From an optimization exercise on the open Yosys and OpenROAD flow, aimed at small area; shortcuts taken in it are not production practice. Where RTL was checked, it was by simulation tests only, not by an equivalence proof against the original. Power is estimated from default activity; no workload was simulated.

==> trial 93: inputs <==
==> flow/design.v (excerpt) <==
module shizhong(clk, key, rst_n, seg, sel, beep_out);
	input clk, rst_n;
	input [3:0] key;
	output [7:0] seg;
	output [2:0] sel;
	output beep_out;
	wire [3:0] kl;
	wire [1:0] dhh;
	wire [3:0] dhl, dfl, dml;
	wire [2:0] dfh, dmh;
	key_module key_module(.clk(clk), .rst_n(rst_n), .key(key), .kl(kl));
	counter counter(.clk(clk), .rst_n(rst_n), .kl(kl),
		.dhh(dhh), .dhl(dhl), .dfh(dfh), .dfl(dfl), .dmh(dmh), .dml(dml));
	display display(.clk(clk), .rst_n(rst_n),
		.dhh(dhh), .dhl(dhl), .dfh(dfh), .dfl(dfl), .dmh(dmh), .dml(dml),
		.sel(sel), .seg(seg));
	beep beep(.clk(clk), .rst_n(rst_n), .key(key), .beep_out(beep_out));
endmodule
==> module counter, before the edit <==
module counter(clk, rst_n, kl, dhh, dhl, dfh, dfl, dmh, dml);
	input clk, rst_n;
	input [3:0] kl;
	output reg [1:0] dhh;
	output reg [3:0] dhl;
	output reg [2:0] dfh;
	output reg [3:0] dfl;
	output reg [2:0] dmh;
	output reg [3:0] dml;
	reg stop;
	reg [7:0] tc;    
	reg [3:0] ml, fl, hl;
	reg [2:0] mh, fh;
	reg [1:0] hh;
	wire flag   = tc[7] & tc[6] & tc[2] & tc[1] & tc[0];
	wire ovf_ml = ml[3] & ml[1];
	wire ovf_mh = mh[2] & mh[1];
	wire ovf_fl = fl[3] & fl[1];
	wire ovf_fh = fh[2] & fh[1];
	wire ovf_h  = hh[1] ? hl[2] : (hl[3] & hl[1]);
	wire st_ml  = flag | kl[2];
	wire st_mh  = ovf_ml;
	wire st_fl  = ovf_mh | kl[3];
	wire st_fh  = ovf_fl;
	wire st_hl  = ovf_fh | kl[1];
	always @(posedge clk or negedge rst_n)
		if (!rst_n) begin
			stop <= 1'b0;
			tc <= 8'd0;
			ml <= 4'd0; mh <= 3'd0; fl <= 4'd0; fh <= 3'd0; hl <= 4'd0; hh <= 2'd0;
			dhh <= 2'd0;
		end else begin
			stop <= stop ^ kl[0];
			if (!stop) tc <= flag ? 8'd0 : tc + 8'd1;
			if (ovf_ml) ml <= 4'd0; else if (st_ml) ml <= ml + 4'd1;
			if (ovf_mh) mh <= 3'd0; else if (st_mh) mh <= mh + 3'd1;
			if (ovf_fl) fl <= 4'd0; else if (st_fl) fl <= fl + 4'd1;
			if (ovf_fh) fh <= 3'd0; else if (st_fh) fh <= fh + 3'd1;
			if (ovf_h)  hl <= 4'd0; else if (st_hl) hl <= hl + 4'd1;
			if (ovf_h)  hh <= hh[1] ? 2'd0 : hh + 2'd1;
			else dhh <= hh;
		end
	always @(posedge clk) begin
		if (!ovf_ml && !st_ml) dml <= ml;
		if (!ovf_mh && !st_mh) dmh <= mh;
		if (!ovf_fl && !st_fl) dfl <= fl;
		if (!ovf_fh && !st_fh) dfh <= fh;
		if (!ovf_h  && !st_hl) dhl <= hl;
	end
endmodule
==> module display, before the edit <==
module display(clk, rst_n, dhh, dhl, dfh, dfl, dmh, dml, sel, seg);
	input clk, rst_n;
	input [1:0] dhh;
	input [3:0] dhl;
	input [2:0] dfh;
	input [3:0] dfl;
	input [2:0] dmh;
	input [3:0] dml;
	output reg [2:0] sel;
	output reg [7:0] seg;
	reg [2:0] dc;    
	reg [3:0] sd;    
	wire dc4 = dc[2];
	wire dc0 = ~(dc[2] | dc[1] | dc[0]);
	wire s5 = sel[2] & ~sel[1] & sel[0];
	wire [2:0] sel_n = dc0 ? (s5 ? 3'd0 : sel + 3'd1) : sel;
	reg [3:0] dsel;
	always @(*)
		case (sel_n)
			3'd0: dsel = {2'b00, dhh};
			3'd1: dsel = dhl;
			3'd2: dsel = {1'b0, dfh};
			3'd3: dsel = dfl;
			3'd4: dsel = {1'b0, dmh};
			default: dsel = dml;
		endcase
	always @(posedge clk or negedge rst_n)
		if (!rst_n) begin
			dc <= 3'd0;
			sel <= 3'd7;
		end else begin
			dc <= dc4 ? 3'd0 : dc + 3'd1;
			sel <= sel_n;
		end
	always @(posedge clk)
		if (!dc4) sd <= dsel;
	wire [3:0] v = sd;
	wire [6:0] s;
	assign s[0] = (v[2]&~v[1]&~v[0]) | (~v[3]&~v[2]&~v[1]&v[0]);
	assign s[1] = v[2] & (v[1] ^ v[0]);
	assign s[2] = ~v[2] & v[1] & ~v[0];
	assign s[3] = (v[2]&~v[1]&~v[0]) | (v[2]&v[1]&v[0]) | (~v[3]&~v[2]&~v[1]&v[0]);
	assign s[4] = v[0] | (v[2]&~v[1]);
	assign s[5] = (v[1]&v[0]) | (~v[2]&v[1]) | (~v[3]&~v[2]&v[0]);
	assign s[6] = (v[2]&v[1]&v[0]) | (~v[3]&~v[2]&~v[1]);
	always @(*)
		seg = {1'b1, s | {7{~rst_n}}};
endmodule
==> module key_module, before the edit <==
module key_module(clk, rst_n, key, kl);
	input clk, rst_n;
	input [3:0] key;
	output reg [3:0] kl;
	reg [5:0] kc;    
	reg kp;          
	wire k40 = kc[5] & kc[3];
	always @(posedge clk)
		kp <= ~&key;
	always @(posedge clk or negedge rst_n)
		if (!rst_n) begin
			kc <= 6'd0;
			kl <= 4'd0;
		end else begin
			kc <= k40 ? 6'd0 : kc + 6'd1;
			kl <= {4{k40 & kp}} & ~key;
		end
endmodule
==> module shizhong, before the edit <==
module shizhong(clk, key, rst_n, seg, sel, beep_out);
	input clk, rst_n;
	input [3:0] key;
	output [7:0] seg;
	output [2:0] sel;
	output beep_out;
	wire [3:0] kl;
	wire [1:0] dhh;
	wire [3:0] dhl, dfl, dml;
	wire [2:0] dfh, dmh;
	key_module key_module(.clk(clk), .rst_n(rst_n), .key(key), .kl(kl));
	counter counter(.clk(clk), .rst_n(rst_n), .kl(kl),
		.dhh(dhh), .dhl(dhl), .dfh(dfh), .dfl(dfl), .dmh(dmh), .dml(dml));
	display display(.clk(clk), .rst_n(rst_n),
		.dhh(dhh), .dhl(dhl), .dfh(dfh), .dfl(dfl), .dmh(dmh), .dml(dml),
		.sel(sel), .seg(seg));
	beep beep(.clk(clk), .rst_n(rst_n), .key(key), .beep_out(beep_out));
endmodule
clock: 10.0 ns
lec_check: 0
cap_margin: 20
core_margin: 2
core_utilization: 40
slew_margin: 20
run.sh (not shown) runs the stock make flow with config.mk's settings and CLKGATE_MAP_FILE= SYNTH_SCRIPT=/design/flow/synth_recipe.tcl, a recipe that flattens the netlist after the stock synthesis.
==> inputs of trial 85, as changes to trial 93 <==
--- a/flow/design.v
+++ b/flow/design.v
@@ -30,16 +30,14 @@
 endmodule
-module counter(clk, rst_n, kl, dhh, dhl, dfh, dfl, dmh, dml);
+module counter(clk, rst_n, kl, dml, mh, lmh, fl, lfl, fh, lfh, hl, lhl, hh, lhh);
 	input clk, rst_n;
 	input [3:0] kl;
-	output reg [1:0] dhh;
-	output reg [3:0] dhl;
-	output reg [2:0] dfh;
-	output reg [3:0] dfl;
-	output reg [2:0] dmh;
 	output reg [3:0] dml;
+	output reg [2:0] mh, fh;
+	output reg [3:0] fl, hl;
+	output reg [1:0] hh;
+	output reg lmh, lfh, lhh;
+	output reg [1:0] lfl, lhl;
 	reg stop;
 	reg [7:0] tc;    
-	reg [3:0] ml, fl, hl;
-	reg [2:0] mh, fh;
-	reg [1:0] hh;
+	reg [3:0] ml;
 	wire flag   = tc[7] & tc[6] & tc[2] & tc[1] & tc[0];
@@ -60,3 +58,3 @@
 			ml <= 4'd0; mh <= 3'd0; fl <= 4'd0; fh <= 3'd0; hl <= 4'd0; hh <= 2'd0;
-			dhh <= 2'd0;
+			lhh <= 1'b0;
 		end else begin
@@ -70,3 +68,3 @@
 			if (ovf_h)  hh <= hh[1] ? 2'd0 : hh + 2'd1;
-			else dhh <= hh;
+			lhh <= ovf_h;
 		end
@@ -74,34 +72,35 @@
 		if (!ovf_ml && !st_ml) dml <= ml;
-		if (!ovf_mh && !st_mh) dmh <= mh;
-		if (!ovf_fl && !st_fl) dfl <= fl;
-		if (!ovf_fh && !st_fh) dfh <= fh;
-		if (!ovf_h  && !st_hl) dhl <= hl;
+		lmh <= ovf_mh | st_mh;
+		lfh <= ovf_fh | st_fh;
+		lfl <= (ovf_fl | st_fl) ? lfl + 2'd1 : 2'd0;
+		lhl <= (ovf_h  | st_hl) ? lhl + 2'd1 : 2'd0;
 	end
 endmodule
-module display(clk, rst_n, dhh, dhl, dfh, dfl, dmh, dml, sel, seg);
+module display(clk, rst_n, dml, mh, lmh, fl, lfl, fh, lfh, hl, lhl, hh, lhh, sel, seg);
 	input clk, rst_n;
-	input [1:0] dhh;
-	input [3:0] dhl;
-	input [2:0] dfh;
-	input [3:0] dfl;
-	input [2:0] dmh;
-	input [3:0] dml;
+	input [3:0] dml, fl, hl;
+	input [2:0] mh, fh;
+	input [1:0] hh, lfl, lhl;
+	input lmh, lfh, lhh;
 	output reg [2:0] sel;
-	output reg [7:0] seg;
-	reg [2:0] dc;    
+	output [7:0] seg;
+	reg [2:0] dc;
 	reg [3:0] sd;    
-	wire dc4 = dc[2];
-	wire dc0 = ~(dc[2] | dc[1] | dc[0]);
+	wire dc4 = dc[2] & ~dc[1];
+	wire dc0 = ~dc[2] & ~dc[0];
 	wire s5 = sel[2] & ~sel[1] & sel[0];
 	wire [2:0] sel_n = dc0 ? (s5 ? 3'd0 : sel + 3'd1) : sel;
-	reg [3:0] dsel;
+	reg [3:0] c, m;
+	reg [1:0] lag;
 	always @(*)
 		case (sel_n)
-			3'd0: dsel = {2'b00, dhh};
-			3'd1: dsel = dhl;
-			3'd2: dsel = {1'b0, dfh};
-			3'd3: dsel = dfl;
-			3'd4: dsel = {1'b0, dmh};
-			default: dsel = dml;
+			3'd0: begin c = {2'b00, hh}; lag = {1'b0, lhh}; m = 4'd3; end
+			3'd1: begin c = hl; lag = lhl; m = (hh == 2'd0) ? 4'd5 : 4'd11; end
+			3'd2: begin c = {1'b0, fh}; lag = {1'b0, lfh}; m = 4'd6; end
+			3'd3: begin c = fl; lag = lfl; m = 4'd11; end
+			3'd4: begin c = {1'b0, mh}; lag = {1'b0, lmh}; m = 4'd6; end
+			default: begin c = dml; lag = 2'd0; m = 4'd10; end
 		endcase
+	wire [4:0] diff = {1'b0, c} - {3'b000, lag};
+	wire [3:0] val = diff[4] ? diff[3:0] + m : diff[3:0];
 	always @(posedge clk or negedge rst_n)
@@ -111,3 +110,3 @@
 		end else begin
-			dc <= dc4 ? 3'd0 : dc + 3'd1;
+			dc <= {dc[1], dc[0], ~(dc[2] | dc[1])};
 			sel <= sel_n;
@@ -115,3 +114,3 @@
 	always @(posedge clk)
-		if (!dc4) sd <= dsel;
+		if (!dc4) sd <= val;
 	wire [3:0] v = sd;
@@ -125,4 +124,3 @@
 	assign s[6] = (v[2]&v[1]&v[0]) | (~v[3]&~v[2]&~v[1]);
-	always @(*)
-		seg = {1'b1, s | {7{~rst_n}}};
+	assign seg = {1'b1, s | {7{~rst_n}}};
 endmodule
@@ -132,5 +130,5 @@
 	output reg [3:0] kl;
-	reg [5:0] kc;    
+	reg [5:0] kc;
 	reg kp;          
-	wire k40 = kc[5] & kc[3];
+	wire k40 = kc[4] & kc[3] & ~kc[1] & ~kc[0];
 	always @(posedge clk)
@@ -139,6 +137,6 @@
 		if (!rst_n) begin
-			kc <= 6'd0;
+			kc <= 6'h02;
 			kl <= 4'd0;
 		end else begin
-			kc <= k40 ? 6'd0 : kc + 6'd1;
+			kc <= k40 ? 6'h02 : {kc[4:0], kc[5] ^ kc[0]};
 			kl <= {4{k40 & kp}} & ~key;
@@ -153,11 +151,13 @@
 	wire [3:0] kl;
-	wire [1:0] dhh;
-	wire [3:0] dhl, dfl, dml;
-	wire [2:0] dfh, dmh;
+	wire [3:0] dml, fl, hl;
+	wire [2:0] mh, fh;
+	wire [1:0] hh, lfl, lhl;
+	wire lmh, lfh, lhh;
 	key_module key_module(.clk(clk), .rst_n(rst_n), .key(key), .kl(kl));
-	counter counter(.clk(clk), .rst_n(rst_n), .kl(kl),
-		.dhh(dhh), .dhl(dhl), .dfh(dfh), .dfl(dfl), .dmh(dmh), .dml(dml));
-	display display(.clk(clk), .rst_n(rst_n),
-		.dhh(dhh), .dhl(dhl), .dfh(dfh), .dfl(dfl), .dmh(dmh), .dml(dml),
-		.sel(sel), .seg(seg));
+	counter counter(.clk(clk), .rst_n(rst_n), .kl(kl), .dml(dml),
+		.mh(mh), .lmh(lmh), .fl(fl), .lfl(lfl), .fh(fh), .lfh(lfh),
+		.hl(hl), .lhl(lhl), .hh(hh), .lhh(lhh));
+	display display(.clk(clk), .rst_n(rst_n), .dml(dml),
+		.mh(mh), .lmh(lmh), .fl(fl), .lfl(lfl), .fh(fh), .lfh(lfh),
+		.hl(hl), .lhl(lhl), .hh(hh), .lhh(lhh), .sel(sel), .seg(seg));
 	beep beep(.clk(clk), .rst_n(rst_n), .key(key), .beep_out(beep_out));
==> flow/flow/run.sh (new file) <==
#!/bin/bash
# Standard layout, unchanged; full tool output goes to standard.log.
bash standard.sh > standard.log 2>&1
==> flow/standard.sh (new file) <==
#!/bin/bash
# synth_recipe.tcl (not shown) runs the flow's synth.tcl, then flattens the netlist and writes it again
# the make line also repeats each setting of config.mk as NAME=value (left out here)
make -C /OpenROAD-flow-scripts/flow DESIGN_CONFIG=/design/flow/config.mk WORK_HOME=/design/flow/orfs CLKGATE_MAP_FILE= SYNTH_SCRIPT=/design/flow/synth_recipe.tcl "${@:-finish}"
--- a/flow/config.mk
+++ b/flow/config.mk
@@ -7,2 +7,3 @@
 export LEC_CHECK = 0
+export ABC_AREA = 1
 export CAP_MARGIN = 20
removed: flow/run.sh
==> inputs of trial 98, as changes to trial 93 <==
--- a/flow/design.v
+++ b/flow/design.v
@@ -30,16 +30,14 @@
 endmodule
-module counter(clk, rst_n, kl, dhh, dhl, dfh, dfl, dmh, dml);
+module counter(clk, rst_n, kl, dml, mh, lmh, fl, lfl, fh, lfh, hl, lhl, hh, lhh);
 	input clk, rst_n;
 	input [3:0] kl;
-	output reg [1:0] dhh;
-	output reg [3:0] dhl;
-	output reg [2:0] dfh;
-	output reg [3:0] dfl;
-	output reg [2:0] dmh;
 	output reg [3:0] dml;
+	output reg [2:0] mh, fh;
+	output reg [3:0] fl, hl;
+	output reg [1:0] hh;
+	output reg lmh, lfh, lhh;
+	output reg [1:0] lfl, lhl;
 	reg stop;
 	reg [7:0] tc;    
-	reg [3:0] ml, fl, hl;
-	reg [2:0] mh, fh;
-	reg [1:0] hh;
+	reg [3:0] ml;
 	wire flag   = tc[7] & tc[6] & tc[2] & tc[1] & tc[0];
@@ -60,3 +58,3 @@
 			ml <= 4'd0; mh <= 3'd0; fl <= 4'd0; fh <= 3'd0; hl <= 4'd0; hh <= 2'd0;
-			dhh <= 2'd0;
+			lhh <= 1'b0;
 		end else begin
@@ -70,3 +68,3 @@
 			if (ovf_h)  hh <= hh[1] ? 2'd0 : hh + 2'd1;
-			else dhh <= hh;
+			lhh <= ovf_h;
 		end
@@ -74,34 +72,44 @@
 		if (!ovf_ml && !st_ml) dml <= ml;
-		if (!ovf_mh && !st_mh) dmh <= mh;
-		if (!ovf_fl && !st_fl) dfl <= fl;
-		if (!ovf_fh && !st_fh) dfh <= fh;
-		if (!ovf_h  && !st_hl) dhl <= hl;
+		lmh <= ovf_mh | st_mh;
+		lfh <= ovf_fh | st_fh;
+		lfl <= (ovf_fl | st_fl) ? lfl + 2'd1 : 2'd0;
+		lhl <= (ovf_h  | st_hl) ? lhl + 2'd1 : 2'd0;
 	end
 endmodule
-module display(clk, rst_n, dhh, dhl, dfh, dfl, dmh, dml, sel, seg);
+module display(clk, rst_n, dml, mh, lmh, fl, lfl, fh, lfh, hl, lhl, hh, lhh, sel, seg);
 	input clk, rst_n;
-	input [1:0] dhh;
-	input [3:0] dhl;
-	input [2:0] dfh;
-	input [3:0] dfl;
-	input [2:0] dmh;
-	input [3:0] dml;
+	input [3:0] dml, fl, hl;
+	input [2:0] mh, fh;
+	input [1:0] hh, lfl, lhl;
+	input lmh, lfh, lhh;
 	output reg [2:0] sel;
-	output reg [7:0] seg;
-	reg [2:0] dc;    
+	output [7:0] seg;
+	reg [2:0] dc;
 	reg [3:0] sd;    
-	wire dc4 = dc[2];
-	wire dc0 = ~(dc[2] | dc[1] | dc[0]);
+	wire dc4 = dc[2] & ~dc[1];
+	wire dc0 = ~dc[2] & ~dc[0];
 	wire s5 = sel[2] & ~sel[1] & sel[0];
 	wire [2:0] sel_n = dc0 ? (s5 ? 3'd0 : sel + 3'd1) : sel;
-	reg [3:0] dsel;
+	reg [3:0] c;
+	reg [1:0] lag;
 	always @(*)
 		case (sel_n)
-			3'd0: dsel = {2'b00, dhh};
-			3'd1: dsel = dhl;
-			3'd2: dsel = {1'b0, dfh};
-			3'd3: dsel = dfl;
-			3'd4: dsel = {1'b0, dmh};
-			default: dsel = dml;
+			3'd0: begin c = {2'b00, hh}; lag = {1'b0, lhh}; end
+			3'd1: begin c = hl; lag = lhl; end
+			3'd2: begin c = {1'b0, fh}; lag = {1'b0, lfh}; end
+			3'd3: begin c = fl; lag = lfl; end
+			3'd4: begin c = {1'b0, mh}; lag = {1'b0, lmh}; end
+			default: begin c = dml; lag = 2'd0; end
 		endcase
+	wire [4:0] diff = {1'b0, c} - {3'b000, lag};
+	wire [3:0] r = diff[3:0];
+	reg [3:0] w;
+	always @(*)
+		case (sel_n)
+			3'd0: w = 4'd2;
+			3'd1: w = (hh == 2'd0) ? {3'b001, ~r[0]} : {3'b100, ~r[0]};
+			3'd3: w = {3'b100, ~r[0]};
+			default: w = 4'd5;
+		endcase
+	wire [3:0] val = diff[4] ? w : r;
 	always @(posedge clk or negedge rst_n)
@@ -111,3 +119,3 @@
 		end else begin
-			dc <= dc4 ? 3'd0 : dc + 3'd1;
+			dc <= {dc[1], dc[0], ~(dc[2] | dc[1])};
 			sel <= sel_n;
@@ -115,3 +123,3 @@
 	always @(posedge clk)
-		if (!dc4) sd <= dsel;
+		if (!dc4) sd <= val;
 	wire [3:0] v = sd;
@@ -125,4 +133,3 @@
 	assign s[6] = (v[2]&v[1]&v[0]) | (~v[3]&~v[2]&~v[1]);
-	always @(*)
-		seg = {1'b1, s | {7{~rst_n}}};
+	assign seg = {1'b1, s | {7{~rst_n}}};
 endmodule
@@ -132,5 +139,5 @@
 	output reg [3:0] kl;
-	reg [5:0] kc;    
+	reg [5:0] kc;
 	reg kp;          
-	wire k40 = kc[5] & kc[3];
+	wire k40 = kc[4] & kc[3] & ~kc[1] & ~kc[0];
 	always @(posedge clk)
@@ -139,6 +146,6 @@
 		if (!rst_n) begin
-			kc <= 6'd0;
+			kc <= 6'h02;
 			kl <= 4'd0;
 		end else begin
-			kc <= k40 ? 6'd0 : kc + 6'd1;
+			kc <= k40 ? 6'h02 : {kc[4:0], kc[5] ^ kc[0]};
 			kl <= {4{k40 & kp}} & ~key;
@@ -153,11 +160,13 @@
 	wire [3:0] kl;
-	wire [1:0] dhh;
-	wire [3:0] dhl, dfl, dml;
-	wire [2:0] dfh, dmh;
+	wire [3:0] dml, fl, hl;
+	wire [2:0] mh, fh;
+	wire [1:0] hh, lfl, lhl;
+	wire lmh, lfh, lhh;
 	key_module key_module(.clk(clk), .rst_n(rst_n), .key(key), .kl(kl));
-	counter counter(.clk(clk), .rst_n(rst_n), .kl(kl),
-		.dhh(dhh), .dhl(dhl), .dfh(dfh), .dfl(dfl), .dmh(dmh), .dml(dml));
-	display display(.clk(clk), .rst_n(rst_n),
-		.dhh(dhh), .dhl(dhl), .dfh(dfh), .dfl(dfl), .dmh(dmh), .dml(dml),
-		.sel(sel), .seg(seg));
+	counter counter(.clk(clk), .rst_n(rst_n), .kl(kl), .dml(dml),
+		.mh(mh), .lmh(lmh), .fl(fl), .lfl(lfl), .fh(fh), .lfh(lfh),
+		.hl(hl), .lhl(lhl), .hh(hh), .lhh(lhh));
+	display display(.clk(clk), .rst_n(rst_n), .dml(dml),
+		.mh(mh), .lmh(lmh), .fl(fl), .lfl(lfl), .fh(fh), .lfh(lfh),
+		.hl(hl), .lhl(lhl), .hh(hh), .lhh(lhh), .sel(sel), .seg(seg));
 	beep beep(.clk(clk), .rst_n(rst_n), .key(key), .beep_out(beep_out));
--- a/flow/config.mk
+++ b/flow/config.mk
@@ -7,2 +7,3 @@
 export LEC_CHECK = 0
+export ABC_AREA = 1
 export CAP_MARGIN = 20
@@ -10,2 +11,3 @@
 export CORE_UTILIZATION = 40
+export CTS_BUF_LIST = sky130_fd_sc_hd__clkbuf_8
 export SLEW_MARGIN = 20
==> qor summary <==
| item | trial 85 | trial 93 | trial 98 |
|---|---|---|---|
| Layout overhead on the synthesized area | 12.26% | 12.27% | 12.29% |
| Synthesized area per cell | 8.606 um^2 | 11.23 um^2 | 8.514 um^2 |
| Run status | complete, no violations | complete, no violations | complete, no violations |
| Power Combinational | 0.113 mW | 0.0470 mW | 0.0456 mW |
| Leakage power of the design | 2.229 nW | 1.966 nW | 2.100 nW |
| Largest net degree at the start of global routing | 71 | 71 | 64 |
| Minimum setup slack after placement | 4.363 ns | 4.263 ns | 5.080 ns |
| Basic-gate share of the synthesized area counting and, or, nand and nor cells | 25.51% | 18.26% | 26.72% |
| # fillers | 961 | 936 | 890 |
| Post-synth cell types | 41 | 56 | 42 |
| Initial Util | 40.64% | 40.99% | 41.20% |
| Worst path slowest cell | sky130_fd_sc_hd__buf_4 | sky130_fd_sc_hd__buf_4 | sky130_fd_sc_hd__clkdlybuf4s50_1 |
| Xor and xnor fraction of the mapped netlist area | 2.471% | 5.052% | 2.774% |
| EDFF count, synth | 8 | 22 | 8 |
| Delay contributed by the slowest stage of the critical path | 0.65 ns | 0.64 ns | 0.60 ns |
| Power in the clock group | 0.222 mW | 0.276 mW | 0.236 mW |
| Clock-cell share | 4.174% | 5.282% | 4.735% |
| Synth Area in Compound Gates | 7.253% | 10.13% | 6.176% |
| Core footprint | 0.009594 mm^2 | 0.009729 mm^2 | 0.009196 mm^2 |
| Relative contribution of the clock network to total power | 29.8% | 38.2% | 37.5% |
| Int Power | 0.5288 mW | 0.5593 mW | 0.4817 mW |
| Worst setup slack for register-to-register paths | 5.96 ns | 7.28 ns | 7.08 ns |
| Setup crit end | seg[5] | seg[3] | seg[5] |
Function not checked in trial 85 and trial 98: the RTL went through the layout flow alone.

## static timing again, ports no longer ideal
In the flow no input, the clock included, has a driving cell. The finished layouts below were timed again as built, in two steps. Step 1 sets driving cells, clkbuf_16 on the clock port and buf_2 on the other inputs (assumed; they add their load-dependent delay and slew). Step 2 times the ports against the registers' clock, not the clock port: input delays grow and output delays shrink by t, the midpoint of the rising clock arrivals with the driver on. a / b / c = ideal ports / drivers / drivers and shift; a / b = the first two.
run	t (ns)	setup WS [ns]	worst slew at a driven data input, ns
trial 93	0.377	4.354 / 4.329 / 4.329	0.03
trial 85	0.379	4.447 / 4.427 / 4.427	0.03
trial 98	0.369	5.102 / 5.083 / 5.083	0.03
After both steps every run listed still meets setup and hold. The setup slack of trial 93, which loses most, moves by -0.025 ns with the drivers and by -0.025 ns with both steps.
